Context: an optimization exercise on an open-source flow, tuned for small area, a short achievable clock period and few clock cycles. The choices shown serve that exercise and are no tape-out recipe.
RTL that was checked went through simulation tests only; none was proved equivalent to the original.
Power is estimated from default activity; no workload was simulated.

Setup of JK:
// Mips_Processor
module Mips_Processor (
    input             clk,
    input             rst,
    output     [15:0] mem_addr,
    output            mem_wr,
    output     [15:0] mem_wdata,
    input      [15:0] mem_rdata,
    output reg        wb_we,
    output reg [3:0]  wb_rd,
    output reg [15:0] wb_data
);
clock: 11.0 ns
lec_check: 0
cap_margin: 20
core_margin: 2
core_utilization: 55
place_density: 0.7
slew_margin: 20
standard.sh (not shown) runs the stock make flow with config.mk's settings and CLKGATE_MAP_FILE= SYNTH_SCRIPT=/design/flow/synth_recipe.tcl, a recipe that flattens the netlist after the stock synthesis.
==> flow/flow/run.sh <==
#!/bin/bash
# Standard layout with extra make settings: a tighter timing-repair target,
# and the settings listed on the make line below.
set -euo pipefail
bash standard.sh 'SETUP_SLACK_MARGIN=7' 'BUFFER_PORTS_ARGS=-buffer_cell sky130_fd_sc_hd__buf_4' finish > flow_make.log 2>&1
Input-level comparison between MS and JK:
# JK
export LEC_CHECK = 0
export CAP_MARGIN = 20
export CORE_MARGIN = 2
export CORE_UTILIZATION = 55
export PLACE_DENSITY = 0.7
export SLEW_MARGIN = 20
create_clock -name core_clock -period 11.0 [get_ports {clk}]
# MS
export LEC_CHECK = 0
export CAP_MARGIN = 20
export CORE_MARGIN = 2
export CORE_UTILIZATION = 40
export CTS_BUF_LIST = sky130_fd_sc_hd__clkbuf_4
export PLACE_DENSITY = 0.6
export SLEW_MARGIN = 20
create_clock -name core_clock -period 11.0 [get_ports {clk}]
==> comparison <==
[MS] sequential share of layout area fell 0.48 points relative to JK
JK vs MS, end point of the critical path: tgt[14] vs mem_addr[13]
Area of all placed cells without fillers: MS > JK
Summary — overall die width, MS relative to JK: higher, by about 17%.
In the tables for MS and JK, combinational fraction of design power reads higher with MS.
The depth of the worst register-to-register path in MS sits 6 above the value recorded for JK.
Compared with JK, MS shows a lower clock power.
MS and JK all finish clean.
No run of this note included a check of the RTL's function; only the layout flow was run.

* * *

Mips_Processor, a different RTL version from the one above (not shown whole).
Size: about 3,100 cells after synthesis, ~0.027 mm^2 of cells after synthesis.
==> flow/config.mk <==
export PLATFORM = sky130hd
export DESIGN_NAME = Mips_Processor
export DESIGN_NICKNAME = Mips_Processor
export VERILOG_FILES = /design/flow/design.v
export SDC_FILE = /design/flow/constraint.sdc
export NUM_CORES = 4
export LEC_CHECK = 0
export ABC_AREA = 1
export CAP_MARGIN = 20
export CORE_MARGIN = 2
export CORE_UTILIZATION = 40
export PLACE_DENSITY = 0.6
export SLEW_MARGIN = 20
==> flow/constraint.sdc <==
create_clock -name core_clock -period 11.0 [get_ports {clk}]
set_input_delay 2.2000 -clock core_clock [delete_from_list [all_inputs] [get_ports {clk}]]
set_output_delay 2.2000 -clock core_clock [all_outputs]
set_load 0.01 [all_outputs]
Scripts as last shown in full above: flow/flow/run.sh
Testbench counts at the start, summed over its fixed seeds: cycles 23,254.
Change:
- CTS_CLUSTER_DIAMETER: default -> 70
- CTS_CLUSTER_SIZE: default -> 24
What happened: The new run finished with timing, DRC and antenna clean. Clock power shrinks by a quarter to a third. Via count came out lower slightly. Worst hold slack is worse by 0.013 ns.

* * *

job 101:
Starting RTL as in the previous note.
Design Mips_Processor, start of the top module:
module Mips_Processor (
    input             clk,
    input             rst,
    output     [15:0] mem_addr,
    output            mem_wr,
    output     [15:0] mem_wdata,
    input      [15:0] mem_rdata,
    output reg        wb_we,
    output reg [3:0]  wb_rd,
    output reg [15:0] wb_data
);
    localparam OP_ADD  = 4'd0,  OP_ADDM = 4'd1,  OP_SUB = 4'd2,  OP_ADDI = 4'd3;
    localparam OP_MUL  = 4'd4,  OP_AND  = 4'd5,  OP_SHL = 4'd6,  OP_LW   = 4'd7;
    localparam OP_LWI  = 4'd8,  OP_SW   = 4'd9,  OP_SWI = 4'd10, OP_CLR  = 4'd11;
    localparam OP_LI   = 4'd12, OP_CMP  = 4'd13, OP_BNE = 4'd14, OP_J    = 4'd15;
    function writes_reg(input [3:0] op);
        writes_reg = (op == OP_ADD) || (op == OP_ADDM) || (op == OP_SUB) || (op == OP_ADDI) ||
                     (op == OP_AND) || (op == OP_SHL) || (op == OP_LW) || (op == OP_LWI) ||
                     (op == OP_CLR) || (op == OP_LI);
    endfunction
    function uses_ba(input [3:0] op);
        uses_ba = (op == OP_ADDM) || (op == OP_LW) || (op == OP_LWI) || (op == OP_SW) || (op == OP_SWI);
    endfunction
    function is_load(input [3:0] op);
        is_load = (op == OP_ADDM) || (op == OP_LW) || (op == OP_LWI);
    endfunction
    function b_is_reg(input [3:0] op);
        b_is_reg = (op == OP_ADD) || (op == OP_SUB) || (op == OP_MUL) || (op == OP_AND) || (op == OP_CMP);
    endfunction
    function real_rd(input [3:0] r);
        real_rd = (r != 4'd0) && (r != 4'd9) && (r != 4'd12) && (r != 4'd13);
    endfunction
  ...
Settings: LEC_CHECK=0, ABC_AREA=1, CAP_MARGIN=20, CORE_MARGIN=2, CORE_UTILIZATION=40, CTS_CLUSTER_DIAMETER=70, CTS_CLUSTER_SIZE=24, PLACE_DENSITY=0.6, SLEW_MARGIN=20; clock period 11.0 ns.
==> flow/flow/run.sh <==
#!/bin/bash
# Standard layout with extra make settings: a tighter timing-repair target,
# and the settings listed on the make line below.
set -euo pipefail
bash standard.sh 'SETUP_SLACK_MARGIN=7.15' 'BUFFER_PORTS_ARGS=-buffer_cell sky130_fd_sc_hd__buf_4' finish > flow_make.log 2>&1
Job 101: all stages complete, timing, DRC and antenna checks passed
Testbench counts of job 101, summed over its fixed seeds: cycles 23,254.
Edits applied to the flow inputs when going from job 101 to job 102:
- a change of CTS_CLUSTER_SIZE from 24 to 30
- a change of CTS_CLUSTER_DIAMETER from 70 to 80
[summary]
- Ratio of total power to cell area was higher in the run labelled job 101.
- Any difference in sequential cell area between job 102 and job 101 is small enough to ignore.
- Cmp job 101 and job 102 / detailed-route via count / lower: job 101
- Job 102 vs. job 101: portion of total power attributed to the clock network decreased by 1.3 points relative to the old numbers, final routed wirelength across all metal layers closely matched the old numbers.

afterwards: timing with drivers on the ports:
In the flow no input, the clock included, has a driving cell. The finished layouts below were timed again as built, in two steps.
Step 1: set_driving_cell puts a clkbuf_16 on clk and a buf_2 on each other input, an assumption about the parent block.
Step 2 also shifts input and output timing later by t, the mid clock arrival at the registers, as if the neighbouring blocks saw the same clock.
Slacks: no drivers / after step 1 / after step 2; pairs: no drivers / after step 1.
run	t (ns)	setup WS [ns]	hold slack, ns	cell pins on the clock port's net
JK	0.661	6.908 / 6.871 / 6.259	0.423 / 0.423 / 0.423	1
MS	0.963	6.673 / 6.611 / 6.117	0.426 / 0.426 / 0.426	1
the first run of note 2	0.683	7.159 / 7.096 / 6.513	0.421 / 0.421 / 0.421	1
the second run of note 2	0.652	7.053 / 6.988 / 6.527	0.408 / 0.408 / 0.408	1
job 101	0.645	7.166 / 7.101 / 6.558	0.425 / 0.425 / 0.425	1
job 102	0.709	7.160 / 7.093 / 6.592	0.429 / 0.429 / 0.429	1
After both steps setup and hold are still met in every run listed. The setup slack of JK, which loses most, moves by -0.037 ns with the drivers and by -0.649 ns with both steps.
